Background: an optimization exercise with open tools, aiming at small area. Do not read the settings as production practice. The RTL was checked by simulation tests, not by an equivalence proof against the original design. The clock input has no modelled driver; a real chip could not lean on it and would need a root buffer or a full tree. Power is estimated from default activity; no workload was simulated.

run 1:
==> flow/design.v <==
module clk_gen
  #(
    parameter clk_freq = 50000000
  )
  (
  input clk,
  input rst,
  input [16:0] baud,
  output reg tx_clk,
  output reg rx_clk
);
  localparam [8:0] TX_R0 = 9'b000000000, TX_R1 = 9'b000000001, TX_RLAST = 9'b010110110;
  localparam [4:0] RX_R0 = 5'b00000, RX_R1 = 5'b00001, RX_R2 = 5'b00011, RX_RLAST = 5'b10011;
  reg [8:0] tx_r;
  reg [4:0] tx_q;
  reg [4:0] rx_r;
  reg [4:0] rx_q;
  reg tx_w, rx_w;
  wire b4800  = (baud == 17'd4800);
  wire b14400 = (baud == 17'd14400);
  wire b19200 = (baud == 17'd19200);
  wire b38400 = (baud == 17'd38400);
  wire b57600 = (baud == 17'd57600);
  wire b9600  = !(b4800 | b14400 | b19200 | b38400 | b57600);
  wire tx_ge = (b4800  & (tx_q >= 5'd24))
             | (b9600  & (tx_q >= 5'd12))
             | (b14400 & (tx_q >= 5'd8))
             | (b19200 & (tx_q >= 5'd6))
             | (b38400 & (tx_q >= 5'd3))
             | (b57600 & (tx_q >= 5'd2));
  wire rx_r_ge1 = (rx_r != RX_R0);
  wire rx_r_ge3 = (rx_r != RX_R0) && (rx_r != RX_R1) && (rx_r != RX_R2);
  wire rx_ge = (b4800  & ((rx_q > 5'd24) | ((rx_q == 5'd24) & rx_r_ge3)))
             | (b9600  & ((rx_q > 5'd12) | ((rx_q == 5'd12) & rx_r_ge1)))
             | (b14400 & ((rx_q > 5'd8)  | ((rx_q == 5'd8)  & rx_r_ge1)))
             | (b19200 & (rx_q >= 5'd6))
             | (b38400 & (rx_q >= 5'd3))
             | (b57600 & (rx_q >= 5'd2));
  wire tx_wrap = (tx_r == TX_RLAST);
  wire rx_wrap = (rx_r == RX_RLAST);
  always @(posedge clk or posedge rst) begin
    if(rst) begin
      tx_r <= TX_R1;
      tx_q <= 5'd0;
      tx_w <= 1'b0;
      tx_clk <= 1'b0;
      rx_r <= RX_R1;
      rx_q <= 5'd0;
      rx_w <= 1'b0;
      rx_clk <= 1'b0;
    end
    else begin
      tx_clk <= tx_w;
      tx_w <= !tx_w && tx_ge;
      if (tx_w) begin
        tx_r <= TX_R1;
        tx_q <= 5'd0;
      end
      else if (tx_wrap) begin
        tx_r <= TX_R0;
        tx_q <= tx_q + 5'd1;
      end
      else
        tx_r <= {tx_r[7:0], tx_r[8] ~^ tx_r[4]};
      rx_clk <= rx_w;
      rx_w <= !rx_w && rx_ge;
      if (rx_w) begin
        rx_r <= RX_R1;
        rx_q <= 5'd0;
      end
      else if (rx_wrap) begin
        rx_r <= RX_R0;
        rx_q <= rx_q + 5'd1;
      end
      else
        rx_r <= {rx_r[3:0], rx_r[4] ~^ rx_r[2]};
    end
  end
endmodule
module uart_tx(
  input clk,
  input tx_clk,
  input tx_start,
  input rst,
  input [7:0] tx_data,
  input [3:0] length,
  input parity_type,
  input parity_en,
  input stop2,
  output tx,
  output tx_done,
  output tx_err
);
  localparam [3:0] idle            = 4'b0000,
                   start_bit       = 4'b0001,
                   send_first_stop = 4'b0011,
                   send_sec_stop   = 4'b0100,
                   done            = 4'b0101,
                   send_parity     = 4'b0110,
                   send_data       = 4'b1000;
  reg [7:0] tx_reg;
  reg [3:0] state;
  reg [3:0] next_state;
  wire [2:0] last = {1'b1, length[1:0] - 2'd1};
  wire data_end = state[3] && !(state[2:0] < last);
  wire par_hi7 = tx_data[7] & (length[1:0] == 2'b00);
  wire par_hi6 = (tx_data[6] ^ par_hi7) & (length[1] ~^ length[0]);
  wire par_hi5 = (tx_data[5] ^ par_hi6) & (length[1:0] != 2'b01);
  wire parity_bit = ~parity_type ^ (^tx_data[4:0]) ^ par_hi5;
  always@(posedge clk or posedge rst)begin
    if(rst)
      state <= idle;
    else if(tx_clk)
      state <= next_state;
  end
  always@(posedge clk) begin
    if(tx_clk) begin
      if (state == start_bit)
        tx_reg <= tx_data;
      else if (data_end)
        tx_reg[6] <= parity_bit;
    end
  end
  assign tx = (state[3] || state == send_parity) ? tx_reg[state[2:0]] : (state != start_bit);
  always @(*) begin
    if (state[3]) begin
      if (!data_end)
        next_state = state + 4'd1;
      else if (parity_en)
        next_state = send_parity;
      else
        next_state = send_first_stop;
    end
    else begin
      case (state)
        idle            : next_state = tx_start ? start_bit : idle;
        start_bit       : next_state = send_data;
        send_parity     : next_state = send_first_stop;
        send_first_stop : next_state = stop2 ? send_sec_stop : done;
        send_sec_stop   : next_state = done;
        default         : next_state = idle;
      endcase
    end
  end
  assign tx_done = (state == done);
  assign tx_err  = 1'b0;
endmodule
module uart_rx (
  input clk,
  input rx_clk,
  input rx_start,
  input rst,
  input rx,
  input [3:0] length,
  input parity_type,
  input parity_en,
  input stop2,
  output reg [7:0] rx_out,
  output rx_done,
  output reg rx_error
);
  localparam [2:0] idle             = 3'd0,
                   start_bit        = 3'd1,
                   check_parity     = 3'd3,
                   check_first_stop = 3'd4,
                   check_sec_stop   = 3'd5,
                   done             = 3'd6;
  reg [7:0] datard;
  reg [3:0] count;
  reg in_data;
  reg [2:0] st;
  reg [1:0] bc_hi;
  reg rx_par;
  wire [4:0] bit_count = {bc_hi, st};
  wire [4:0] last = {2'b00, 1'b1, length[1:0] - 2'd1};
  wire [7:0] mask = {length[1:0] == 2'b00, length[1] ~^ length[0], length[1:0] != 2'b01, 5'b11111};
  wire c7 = (count == 4'd7);
  wire c15 = (count == 4'd15);
  always @(posedge clk or posedge rst) begin
    if(rst) begin
      in_data <= 1'b0;
      st <= idle;
      rx_error <= 1'b0;
      rx_out <= 8'd0;
    end
    else if(rx_clk) begin
      if (in_data) begin
        if (c15) begin
          if (bit_count == last) begin
            rx_out <= datard & mask;
            in_data <= 1'b0;
            st <= parity_en ? check_parity : check_first_stop;
          end
          else
            st <= st + 3'd1;
        end
      end
      else begin
        case(st)
          idle : begin
            rx_error <= 1'b0;
            if(rx_start && !rx)
              st <= start_bit;
          end
          start_bit : begin
            if(c7 && rx) begin
              st <= idle;
              rx_error <= 1'b1;
            end
            else if(c15) begin
              in_data <= 1'b1;
              st <= 3'd0;
            end
          end
          check_parity : begin
            if(c7)
              rx_error <= rx ^ rx_par ^ ~parity_type;
            else if(c15)
              st <= check_first_stop;
          end
          check_first_stop : begin
            if(c7)
              rx_error <= !rx;
            else if (c15) begin
              rx_error <= 1'b0;
              st <= stop2 ? check_sec_stop : done;
            end
          end
          check_sec_stop : begin
            if(c7)
              rx_error <= !rx;
            else if (c15) begin
              rx_error <= 1'b0;
              st <= done;
            end
          end
          done : begin
            rx_error <= 1'b0;
            st <= idle;
          end
          default : st <= idle;
        endcase
      end
    end
  end
  assign rx_done = !in_data && (st == done);
  always @(posedge clk) begin
    bc_hi <= {2{in_data}} & (bc_hi + {1'b0, rx_clk && c15 && st == 3'd7});
  end
  always @(posedge clk) begin
    if(rx_clk && in_data && c7) begin
      datard[st] <= rx;
      rx_par <= (st == 3'd0) ? rx : rx_par ^ rx;
    end
  end
  always @(posedge clk) begin
    if (!in_data && st == idle)
      count <= 4'd0;
    else
      count <= count + {3'd0, rx_clk};
  end
endmodule
module uart_top #(
  parameter clk_freq = 50000000
  )
  (
  input clk,
  input rst,
  input tx_start,
  input rx_start,
  input [7:0] tx_data,
  input [16:0] baud,
  input [3:0] length,
  input parity_type,
  input parity_en,
  input stop2,
  output tx_done,
  output rx_done,
  output tx_err,
  output rx_err,
  output [7:0] rx_out
);
  wire tx_clk;
  wire rx_clk;
  wire tx_rx;
  clk_gen #(
    .clk_freq(clk_freq)
  ) clk_dut (
    .clk(clk),
    .rst(rst),
    .baud(baud),
    .tx_clk(tx_clk),
    .rx_clk(rx_clk)
  );
  uart_tx tx_dut (
    .clk        (clk),
    .tx_clk     (tx_clk),
    .tx_start   (tx_start),
    .rst        (rst),
    .tx_data    (tx_data),
    .length     (length),
    .parity_type(parity_type),
    .parity_en  (parity_en),
    .stop2      (stop2),
    .tx         (tx_rx),
    .tx_done    (tx_done),
    .tx_err     (tx_err)
  );
  uart_rx rx_dut(
    .clk        (clk),
    .rx_clk     (rx_clk),
    .rx_start   (rx_start),
    .rst        (rst),
    .rx_out     (rx_out),
    .length     (length),
    .parity_type(parity_type),
    .parity_en  (parity_en),
    .stop2      (stop2),
    .rx         (tx_rx),
    .rx_done    (rx_done),
    .rx_error   (rx_err)
  );
endmodule
export LEC_CHECK = 0
export CAP_MARGIN = 20
export CORE_MARGIN = 2
export CORE_UTILIZATION = 40
export GPL_TIMING_DRIVEN = 0
export SLEW_MARGIN = 20
create_clock -name core_clock -period 20.0 [get_ports {clk}]
standard.sh (not shown) runs the stock make flow with config.mk's settings and CLKGATE_MAP_FILE= SYNTH_SCRIPT=/design/flow/synth_recipe.tcl, a recipe that flattens the netlist after the stock synthesis.
==> flow/flow/run.sh <==
#!/bin/bash
# Own layout flow: the standard synthesis; its combinational logic re-mapped
# for area with several ABC scripts, keeping the flip-flops as they are, and
# the smallest result kept; then the standard ORFS steps with buf_1 port
# buffers and, after CTS, a clock tree of a few buffers fed by the clock port.
# Every tool writes its full output to a log file of its own here.
set -euo pipefail
W=$(pwd)
R=$W/orfs/results/$FLOW_PLATFORM/uart_top/base
LIB=$FLOW_HOME/platforms/$FLOW_PLATFORM/lib/sky130_fd_sc_hd__tt_025C_1v80.lib

# 1. standard synthesis
bash standard.sh synth > $W/log_1_synth_std.log 2>&1

# 2. re-map the combinational logic for area, several scripts in parallel
cp $R/1_2_yosys.v $W/synth_std.v
DU=$(grep -A40 '^export DONT_USE_CELLS' $FLOW_HOME/platforms/$FLOW_PLATFORM/config.mk | grep -o 'sky130_fd_sc_hd__[a-z0-9_]*' | tr '\n' ' ')
export REMAP_IN=$W/synth_std.v REMAP_LIB=$LIB REMAP_DONT_USE="$DU" W
remap_one() {
  n=$(basename $1 .abc)
  REMAP_OUT=$W/remap_$n.v REMAP_ABC=$1 yosys -c $W/flow/remap.tcl > $W/log_2_remap_$n.log 2>&1 || true
}
export -f remap_one
ls $W/flow/abc_*.abc | xargs -P ${NUM_CORES:-4} -I{} bash -c 'remap_one {}'
best=""
besta=""
for s in $W/flow/abc_*.abc; do
  n=$(basename $s .abc)
  [[ -f $W/remap_$n.v.stat ]] || continue
  # only netlists made of library cells alone
  if grep -q "Area for cell type" $W/remap_$n.v.stat; then echo "$n rejected" >> $W/remap_areas.txt; continue; fi
  a=$(grep "Chip area for module" $W/remap_$n.v.stat | awk '{print $NF}')
  echo "$n $a" >> $W/remap_areas.txt
  if [[ -z "$best" ]] || awk -v a=$a -v b=$besta 'BEGIN{exit !(a<b)}'; then best=$n; besta=$a; fi
done
echo "best $best $besta" >> $W/remap_areas.txt
cp $W/remap_$best.v $R/1_2_yosys.v
rm -f $R/1_synth.odb $R/1_synth.sdc
bash standard.sh synth > $W/log_3_synth_odb.log 2>&1

# 3. the rest of the standard flow
export BUFFER_PORTS_ARGS="-buffer_cell sky130_fd_sc_hd__buf_1"
export CTS_ARGS="-sink_clustering_enable -repair_clock_nets -dont_use_dummy_load"
export POST_CTS_TCL=$W/flow/cts_post.tcl
export CLK_GROUPS=4
export CLK_BUF=sky130_fd_sc_hd__clkbuf_8
export CLK_SLEW_UPSIZE=0.110
bash standard.sh > $W/log_4_layout.log 2>&1
==> flow/flow/cts_post.tcl <==
set block [ord::get_db_block]
set db [ord::get_db]
set clk_net [$block findNet clk]
set ngroups $::env(CLK_GROUPS)
set bufmaster [$db findMaster $::env(CLK_BUF)]

# walk the tree CTS built from the clock port
set sinks {}
set bufs {}
set queue [list $clk_net]
while {[llength $queue] > 0} {
  set net [lindex $queue 0]
  set queue [lrange $queue 1 end]
  foreach it [$net getITerms] {
    if {[$it getIoType] ne "INPUT"} { continue }
    set inst [$it getInst]
    set mname [[$inst getMaster] getName]
    if {[regexp {clkbuf|clkinv|_buf_|_inv_} $mname]} {
      lappend bufs $inst
      foreach o [$inst getITerms] {
        if {[$o getIoType] eq "OUTPUT" && [$o getNet] ne "NULL"} { lappend queue [$o getNet] }
      }
    } else {
      lappend sinks $it
    }
  }
}
puts "cts_post: [llength $bufs] tree cells, [llength $sinks] clock sinks"

# remove the tree
foreach inst $bufs {
  foreach o [$inst getITerms] {
    if {[$o getIoType] eq "OUTPUT" && [$o getNet] ne "NULL"} {
      set n [$o getNet]
      foreach s [$n getITerms] { $s disconnect }
      odb::dbNet_destroy $n
    }
  }
  odb::dbInst_destroy $inst
}

# clusters of {x y iterm}, split until there are ngroups
set all {}
foreach it $sinks {
  set inst [$it getInst]
  set loc [$inst getLocation]
  set w [[$inst getMaster] getWidth]
  set h [[$inst getMaster] getHeight]
  lappend all [list [expr {[lindex $loc 0] + $w / 2}] [expr {[lindex $loc 1] + $h / 2}] $it]
}
set clusters [list $all]
while {[llength $clusters] < $ngroups} {
  set bi 0
  for {set i 1} {$i < [llength $clusters]} {incr i} {
    if {[llength [lindex $clusters $i]] > [llength [lindex $clusters $bi]]} { set bi $i }
  }
  set c [lindex $clusters $bi]
  set xs [lsort -integer [lmap k $c {lindex $k 0}]]
  set ys [lsort -integer [lmap k $c {lindex $k 1}]]
  set axis [expr {([lindex $xs end] - [lindex $xs 0]) >= ([lindex $ys end] - [lindex $ys 0]) ? 0 : 1}]
  set c [lsort -integer -index $axis $c]
  set half [expr {[llength $c] / 2}]
  set clusters [lreplace $clusters $bi $bi [lrange $c 0 [expr {$half - 1}]] [lrange $c $half end]]
}

set g 0
foreach c $clusters {
  set inst [odb::dbInst_create $block $bufmaster "clkbuf_grp_$g"]
  set net [odb::dbNet_create $block "clknet_grp_$g"]
  $net setSigType CLOCK
  set sx 0
  set sy 0
  set n 0
  foreach k $c {
    set it [lindex $k 2]
    set sx [expr {$sx + [lindex $k 0]}]
    set sy [expr {$sy + [lindex $k 1]}]
    incr n
    $it disconnect
    $it connect $net
  }
  [$inst findITerm A] connect $clk_net
  [$inst findITerm X] connect $net
  set bw [[$inst getMaster] getWidth]
  set bh [[$inst getMaster] getHeight]
  $inst setLocation [expr {$sx / $n - $bw / 2}] [expr {$sy / $n - $bh / 2}]
  $inst setPlacementStatus PLACED
  puts "cts_post: clkbuf_grp_$g drives $n sinks"
  incr g
}
global_connect
detailed_placement
estimate_parasitics -placement

set big [$db findMaster sky130_fd_sc_hd__clkbuf_16]
set swapped 0
for {set i 0} {$i < $g} {incr i} {
  set worst 0
  foreach p [get_pins -of_objects [get_nets "clknet_grp_$i"]] {
    set s [get_property $p slew_max]
    if {$s > $worst} { set worst $s }
  }
  puts "cts_post: clkbuf_grp_$i estimated worst slew $worst"
  if {$worst > $::env(CLK_SLEW_UPSIZE)} {
    [$block findInst "clkbuf_grp_$i"] swapMaster $big
    puts "cts_post: clkbuf_grp_$i swapped for clkbuf_16"
    incr swapped
  }
}
if {$swapped > 0} {
  detailed_placement
  estimate_parasitics -placement
}
check_placement -verbose
report_clock_skew
Other scripts of this flow, unchanged in this note and not shown: flow/flow/abc_a1f.abc, flow/flow/abc_a2f.abc, flow/flow/abc_a5f.abc, flow/flow/abc_a6f.abc, flow/flow/abc_a7f.abc, flow/flow/abc_a8f.abc, flow/flow/abc_c12.abc, flow/flow/abc_c13.abc, flow/flow/abc_n1.abc, flow/flow/abc_n1f.abc, flow/flow/abc_n4.abc, flow/flow/abc_n4f.abc, flow/flow/remap.tcl
Run 1 | status: complete | timing, DRC, antenna: pass
--- input diff run 1..run 2 ---
Settings: SLEW_MARGIN now 0, was 20; CAP_MARGIN now 0, was 20.
-- flow/flow/run.sh --
<<< run 1, line 46
export CLK_BUF=sky130_fd_sc_hd__clkbuf_8
export CLK_SLEW_UPSIZE=0.110
bash standard.sh > $W/log_4_layout.log 2>&1
>>> run 2, line 46
export CLK_BUF=sky130_fd_sc_hd__clkbuf_8
export CLK_SLEW_UPSIZE=0.110
export CLK_BUF_BIG=sky130_fd_sc_hd__buf_12
bash standard.sh > $W/log_4_layout.log 2>&1
-- flow/flow/cts_post.tcl --
<<< run 1, line 93
estimate_parasitics -placement

set big [$db findMaster sky130_fd_sc_hd__clkbuf_16]
set swapped 0
for {set i 0} {$i < $g} {incr i} {
>>> run 2, line 93
estimate_parasitics -placement

set big [$db findMaster $::env(CLK_BUF_BIG)]
set swapped 0
for {set i 0} {$i < $g} {incr i} {
<<< run 1, line 104
  if {$worst > $::env(CLK_SLEW_UPSIZE)} {
    [$block findInst "clkbuf_grp_$i"] swapMaster $big
    puts "cts_post: clkbuf_grp_$i swapped for clkbuf_16"
    incr swapped
  }
>>> run 2, line 104
  if {$worst > $::env(CLK_SLEW_UPSIZE)} {
    [$block findInst "clkbuf_grp_$i"] swapMaster $big
    puts "cts_post: clkbuf_grp_$i swapped for $::env(CLK_BUF_BIG)"
    incr swapped
  }
[summary]
- Row transition at the pin with the smallest max-transition slack: run 2 higher / run 1 lower
- Minimum hold slack (run 2 over run 1): increase, 9.7 ps
- Relative to run 1, maximum frequency has increased by about 25% in run 2.
- | power | higher: run 1 |
- Setup WNS run 1 -> run 2: better
- When the final numbers for run 1 and run 2 were put side by side, the detailed-route wire length on metal 1 turned out to be smaller in run 2.
- Between run 1 and run 2, met2 global-route usage decreased.
Input changes introduced in run 3 (baseline for comparison: run 2):
Settings: CAP_MARGIN: 0 -> 20; GPL_TIMING_DRIVEN: 0 -> unset; SLEW_MARGIN: 0 -> 20.
-- flow/flow/run.sh --
<<< run 2, line 46
export CLK_BUF=sky130_fd_sc_hd__clkbuf_8
export CLK_SLEW_UPSIZE=0.110
export CLK_BUF_BIG=sky130_fd_sc_hd__buf_12
bash standard.sh > $W/log_4_layout.log 2>&1
>>> run 3, line 46
export CLK_BUF=sky130_fd_sc_hd__clkbuf_8
export CLK_SLEW_UPSIZE=0.110
bash standard.sh > $W/log_4_layout.log 2>&1
-- flow/flow/cts_post.tcl --
<<< run 2, line 93
estimate_parasitics -placement

set big [$db findMaster $::env(CLK_BUF_BIG)]
set swapped 0
for {set i 0} {$i < $g} {incr i} {
>>> run 3, line 93
estimate_parasitics -placement

set big [$db findMaster sky130_fd_sc_hd__clkbuf_16]
set swapped 0
for {set i 0} {$i < $g} {incr i} {
<<< run 2, line 104
  if {$worst > $::env(CLK_SLEW_UPSIZE)} {
    [$block findInst "clkbuf_grp_$i"] swapMaster $big
    puts "cts_post: clkbuf_grp_$i swapped for $::env(CLK_BUF_BIG)"
    incr swapped
  }
>>> run 3, line 104
  if {$worst > $::env(CLK_SLEW_UPSIZE)} {
    [$block findInst "clkbuf_grp_$i"] swapMaster $big
    puts "cts_post: clkbuf_grp_$i swapped for clkbuf_16"
    incr swapped
  }
- Going from run 2 to run 3, the half-perimeter wire length after detailed placement was found to have gone up by 6.8%.
- Run 2 has a lower wire length of the first global-routing pass than run 3.
- Summary — final wirelength, run 3 relative to run 2: higher, by 5.6%.
- Run 3 vs run 2, combinational power went up by 98%.
- Run 2 and run 3 ended up with roughly the same clock power share.
- On setup slack: run 3 sits below run 2.
No run of this note takes its clock network from TritonCTS; it comes from the design's own scripts or RTL.

[port drivers added, routing unchanged]
How much do the figures lean on ideal ports? The routed layouts below were timed once more, with nothing changed but the port constraints. Step 1 sets driving cells, clkbuf_16 on the clock port and buf_2 on the other inputs (assumed; they add their load-dependent delay and slew). Step 2, shift: input delay + t, output delay - t, t = (earliest + latest rising clock arrival at the registers) / 2. This alone moves slack from input paths to output paths. a / b / c = ideal / step 1 / step 2; a / b = the first two.
| run | t, ns | setup slack, ns | latest minus earliest clock arrival (ns) | cell pins on the clock port's net |
|---|---|---|---|---|
| run 1 | 0.212 | 12.768 / 12.810 / 12.598 | 0.021 / 0.022 | 4 |
| run 2 | 0.201 | 14.224 / 14.265 / 14.065 | 0.048 / 0.048 | 4 |
| run 3 | 0.213 | 13.718 / 13.763 / 13.551 | 0.025 / 0.025 | 4 |
After both steps every run listed still meets setup and hold. For run 1, which loses most, drivers alone change the setup slack by +0.042 ns; drivers and shift together by -0.170 ns.
